What follows belongs to an exercise in optimizing a design on an open flow for small area; a production flow would make more cautious choices. Only simulation tests tie the RTL to the original design; equivalence was not proved. The flow treats the clock pin as an ideal source, which a real chip does not have. Power is estimated from default activity; no workload was simulated.

==> flow/design.v (excerpt) <==
module MainClock(
	input CP50,  
	input Ctrl24To12,  
	input nCR,EN,  
	input SwitchMHToS,DisplayA,  
	input AdjH,AdjM,  
	output reg LEDAlarm,
	output LED0,
	output reg LEDZ,
	output [3:0] Choose,  
	output reg [6:0] HEX  
    );
clock: 10.0 ns
lec_check: 0
abc_area: 1
cap_margin: 20
core_margin: 2
core_utilization: 40
slew_margin: 20
standard.sh (not shown) runs the stock make flow with config.mk's settings and CLKGATE_MAP_FILE= SYNTH_SCRIPT=/design/flow/synth_recipe.tcl, a recipe that flattens the netlist after the stock synthesis.
==> flow/flow/run.sh <==
#!/bin/bash
# Own layout flow: the standard ORFS flow (standard.sh's make call), except
#  - synthesis maps the combinational logic with each of flow/abc*.script, keeps the
#    smallest result, and uses no adder cells
#    (registers come out of the standard synthesis steps unchanged),
#  - ports are buffered with the smallest buffer,
#  - the clock tree is built without dummy loads (flow/cts_args.txt), and its root
#    buffer, which drives only the leaf buffers, is a small one, and the leaves are
#    buf_6 (flow/post_cts.tcl),
#  - the reset port buffer drives the resets itself (flow/post_resize.tcl).
set -euo pipefail
W=$(pwd)
export MY_ABC_SCRIPTS="$W/flow/abc1.script $W/flow/abc2.script $W/flow/abc3.script $W/flow/abc4.script"
{ head -n 1 synth_recipe.tcl; cat flow/abc_override.tcl; tail -n +2 synth_recipe.tcl; } > my_synth.tcl
MAKE_LINE=$(grep '^make -C' standard.sh | sed 's/ "\${@:-finish}"$//')
MAKE_LINE=${MAKE_LINE//synth_recipe.tcl/my_synth.tcl}
grep -q my_synth.tcl <<< "$MAKE_LINE"
CTS="$(cat flow/cts_args.txt)"
eval "$MAKE_LINE" ADDER_MAP_FILE= \
  "'BUFFER_PORTS_ARGS=-buffer_cell sky130_fd_sc_hd__buf_1'" \
  "'CTS_ARGS=$CTS'" POST_CTS_TCL=$W/flow/post_cts.tcl POST_RESIZE_TCL=$W/flow/post_resize.tcl finish > flow.log 2>&1
F=$W/orfs/results/sky130hd/MainClock/base
: # left out here: write the final layout as DEF
==> flow/flow/abc1.script <==
strash
&get -n
&deepsyn -T 30
&dch
&nf -R 1000
&put
topo
==> flow/flow/abc2.script <==
strash
&get -n
&deepsyn -T 30
&dch -f
&nf -R 1000 -a
&put
topo
==> flow/flow/abc3.script <==
strash
&get -n
&deepsyn -T 30
&put
dch -f
amap
topo
==> flow/flow/abc4.script <==
strash
&get -n
&deepsyn -T 30
&dch -f
&nf -R 1000
&put
topo
==> flow/flow/abc_override.tcl <==
# Map the combinational logic with each of this flow's ABC scripts (MY_ABC_SCRIPTS) in
# turn and keep the smallest result. ABC never touches the registers.
proc my_abc_area { } {
  set f $::env(OBJECTS_DIR)/my_abc_stat.txt
  set libs {}
  foreach lib $::env(LIB_FILES) { lappend libs -liberty $lib }
  yosys tee -q -o $f stat {*}$libs
  set fh [open $f r]; set txt [read $fh]; close $fh
  if { [regexp {Chip area for module[^:]*:\s*([0-9.]+)} $txt -> a] } { return $a }
  return 1e12
}
proc abc {args} {
  set i [lsearch -exact $args -script]
  if { $i < 0 } { yosys abc {*}$args; return }
  yosys design -save my_pre_abc
  set best ""
  set best_area 1e12
  foreach script $::env(MY_ABC_SCRIPTS) {
    yosys design -load my_pre_abc
    lset args [expr {$i + 1}] $script
    yosys abc {*}$args
    set a [my_abc_area]
    puts "my_abc: $script area $a"
    if { $a < $best_area } { set best_area $a; set best $script }
  }
  yosys design -load my_pre_abc
  lset args [expr {$i + 1}] $best
  yosys abc {*}$args
  puts "my_abc: kept $best area [my_abc_area]"
}
==> flow/flow/post_cts.tcl <==
# The clock tree root only drives the four leaf buffers: use a small buffer for it.
set root [get_cells -quiet clkbuf_0_CP50]
if { [llength $root] == 1 } {
  replace_cell $root sky130_fd_sc_hd__clkbuf_2
  puts "post_cts: root clock buffer resized to clkbuf_2"
}
# The leaf buffers: buf_6 drives about as strongly as clkbuf_8 and is smaller.
foreach leaf [get_cells -quiet clkbuf_*_*__f_CP50] {
  replace_cell $leaf sky130_fd_sc_hd__buf_6
  puts "post_cts: [get_full_name $leaf] resized to buf_6"
}
==> flow/flow/post_resize.tcl <==
# The reset port's buffer drives only one more buffer, which drives the registers'
# resets: drop that second buffer and give the port buffer its size instead.
set block [ord::get_db_block]
set pnet [$block findNet nCR]
set pbs {}
foreach it [$pnet getITerms] { lappend pbs [$it getInst] }
if { [llength $pbs] == 1 } {
  set pb [lindex $pbs 0]
  set onet ""
  foreach it [$pb getITerms] { if { [$it isOutputSignal] } { set onet [$it getNet] } }
  if { $onet != "" && $onet != "NULL" } {
    set loads {}
    foreach it [$onet getITerms] { if { [$it getInst] != $pb } { lappend loads [$it getInst] } }
    if { [llength $loads] == 1 } {
      set b [lindex $loads 0]
      set m [[$b getMaster] getName]
      if { [regexp {^sky130_fd_sc_hd__(clk)?buf_[0-9]+$} $m] } {
        set bname [$b getName]
        set pbname [$pb getName]
        remove_buffers [get_cells $bname]
        replace_cell [get_cells $pbname] $m
        puts "post_resize: removed $bname, reset port buffer $pbname is now $m"
      }
    }
  }
}
Other scripts of this flow, unchanged in this note and not shown: flow/flow/cts_args.txt
The baseline completed with no timing, DRC or antenna violations.
Change:
--- a/flow/flow/run.sh
+++ b/flow/flow/run.sh
@@ -3,2 +3 @@
-#  - synthesis maps the combinational logic with each of flow/abc*.script, keeps the
-#    smallest result, and uses no adder cells
+#  - synthesis maps the combinational logic with flow/abc.script and no adder cells
@@ -13 +12 @@
-export MY_ABC_SCRIPTS="$W/flow/abc1.script $W/flow/abc2.script $W/flow/abc3.script $W/flow/abc4.script"
+export MY_ABC_SCRIPT=$W/flow/abc.script
==> flow/flow/abc.script (new file) <==
strash
&get -n
&deepsyn -T 30
&dch -f
&nf -R 1000 -a
&put
topo
==> flow/flow/abc_override.tcl (replaced) <==
# use this flow's own ABC script for the combinational mapping; registers are untouched
proc abc {args} {
  set i [lsearch -exact $args -script]
  if { $i >= 0 } { lset args [expr {$i + 1}] $::env(MY_ABC_SCRIPT) }
  yosys abc {*}$args
}
removed: flow/flow/abc1.script
removed: flow/flow/abc2.script
removed: flow/flow/abc3.script
removed: flow/flow/abc4.script
The changed run completed with no timing, DRC or antenna violations; sequential power barely changes; wire length rises by a few percent; clock power rose by a few percent; first-iteration DRC count decreases by about a fifth; critical path depth came out lower by 9; cell area barely changes.
Change:
--- a/flow/flow/run.sh
+++ b/flow/flow/run.sh
@@ -7,3 +7 @@
-#    buffer, which drives only the leaf buffers, is a small one, and the leaves are
-#    buf_6 (flow/post_cts.tcl),
-#  - the reset port buffer drives the resets itself (flow/post_resize.tcl).
+#    buffer, which drives only the leaf buffers, is a small one (flow/post_cts.tcl).
@@ -20 +18 @@
-  "'CTS_ARGS=$CTS'" POST_CTS_TCL=$W/flow/post_cts.tcl POST_RESIZE_TCL=$W/flow/post_resize.tcl finish > flow.log 2>&1
+  "'CTS_ARGS=$CTS'" POST_CTS_TCL=$W/flow/post_cts.tcl finish > flow.log 2>&1
==> flow/flow/abc.script (replaced) <==
strash
&get -n
&deepsyn -T 30
&dch
&nf -R 1000
&put
topo
==> flow/flow/post_cts.tcl (replaced) <==
# The clock tree root only drives the four leaf buffers: use a small buffer for it.
set root [get_cells -quiet clkbuf_0_CP50]
if { [llength $root] == 1 } {
  replace_cell $root sky130_fd_sc_hd__clkbuf_2
  puts "post_cts: root clock buffer resized to clkbuf_2"
}
removed: flow/flow/post_resize.tcl
The changed run finished clean.
Via count fell by 1.0%.
Worst setup slack gets better by 0.085 ns.
Maximum frequency rose by 1.7%.
Change:
--- a/flow/flow/run.sh
+++ b/flow/flow/run.sh
@@ -7 +7,3 @@
-#    buffer, which drives only the leaf buffers, is a small one (flow/post_cts.tcl).
+#    buffer, which drives only the leaf buffers, is a small one, and the leaves are
+#    buf_6 (flow/post_cts.tcl),
+#  - the reset port buffer drives the resets itself (flow/post_resize.tcl).
@@ -18 +20 @@
-  "'CTS_ARGS=$CTS'" POST_CTS_TCL=$W/flow/post_cts.tcl finish > flow.log 2>&1
+  "'CTS_ARGS=$CTS'" POST_CTS_TCL=$W/flow/post_cts.tcl POST_RESIZE_TCL=$W/flow/post_resize.tcl finish > flow.log 2>&1
--- a/flow/flow/post_cts.tcl
+++ b/flow/flow/post_cts.tcl
@@ -6,0 +7,5 @@
+# The leaf buffers: buf_6 drives about as strongly as clkbuf_8 and is smaller.
+foreach leaf [get_cells -quiet clkbuf_*_*__f_CP50] {
+  replace_cell $leaf sky130_fd_sc_hd__buf_6
+  puts "post_cts: [get_full_name $leaf] resized to buf_6"
+}
==> flow/flow/post_resize.tcl (new file) <==
# The reset port's buffer drives only one more buffer, which drives the registers'
# resets: drop that second buffer and give the port buffer its size instead.
set block [ord::get_db_block]
set pnet [$block findNet nCR]
set pbs {}
foreach it [$pnet getITerms] { lappend pbs [$it getInst] }
if { [llength $pbs] == 1 } {
  set pb [lindex $pbs 0]
  set onet ""
  foreach it [$pb getITerms] { if { [$it isOutputSignal] } { set onet [$it getNet] } }
  if { $onet != "" && $onet != "NULL" } {
    set loads {}
    foreach it [$onet getITerms] { if { [$it getInst] != $pb } { lappend loads [$it getInst] } }
    if { [llength $loads] == 1 } {
      set b [lindex $loads 0]
      set m [[$b getMaster] getName]
      if { [regexp {^sky130_fd_sc_hd__(clk)?buf_[0-9]+$} $m] } {
        set bname [$b getName]
        set pbname [$pb getName]
        remove_buffers [get_cells $bname]
        replace_cell [get_cells $pbname] $m
        puts "post_resize: removed $bname, reset port buffer $pbname is now $m"
      }
    }
  }
}
Global-route usage is lower by 0.17 points; routed wire length is lower by 1.3%; worst hold slack stays flat; first-iteration DRC count is lower by 14%; non-clock buffer count is lower by 1; design area is lower by 0.55%; worst setup slack is worse by 0.050 ns; clock power is lower by 4.7%.
Change:
--- a/flow/flow/run.sh
+++ b/flow/flow/run.sh
@@ -8,2 +8 @@
-#    buf_6 (flow/post_cts.tcl),
-#  - the reset port buffer drives the resets itself (flow/post_resize.tcl).
+#    buf_6 (flow/post_cts.tcl).
@@ -20 +19 @@
-  "'CTS_ARGS=$CTS'" POST_CTS_TCL=$W/flow/post_cts.tcl POST_RESIZE_TCL=$W/flow/post_resize.tcl finish > flow.log 2>&1
+  "'CTS_ARGS=$CTS'" POST_CTS_TCL=$W/flow/post_cts.tcl finish > flow.log 2>&1
removed: flow/flow/post_resize.tcl
Outcome: Count of clock-buffer cells in the layout stays the same. Worst setup slack improved by 0.0098 ns. Die area does not change. Worst hold slack is about the same. Critical path depth does not change. Cell area barely changes. Synthesized cell count stays the same.

==> re-timing with driven ports <==
The results above use ideal ports. As a check the final layouts listed here were re-extracted and re-timed, cells and wires unchanged. Step 1 assumes that a clkbuf_16 drives the clock port and a buf_2 every other input. Step 2 moves the port delays by t, midway between the first and last clock arrival at a register: inputs arrive t later, outputs are due t later. That takes back most of the time a late clock gives input paths. Slacks: ideal ports / drivers / drivers and shift; pairs: ideal ports / drivers.
| run | t, ns | slack for setup (ns) | cell pins on the clock port's net |
|---|---|---|---|
| the first run | 0.380 | 5.048 / 5.048 / 4.668 | 1 |
| the second run | 0.380 | 5.013 / 4.985 / 4.890 | 1 |
| the third run | 0.401 | 5.098 / 5.097 / 4.695 | 1 |
| the fourth run | 0.380 | 5.048 / 5.048 / 4.668 | 1 |
| the fifth run | 0.377 | 5.058 / 5.057 / 4.680 | 1 |
After both steps every run listed still meets setup and hold. The setup slack of the third run, which loses most, moves by -0.001 ns with the drivers and by -0.403 ns with both steps.
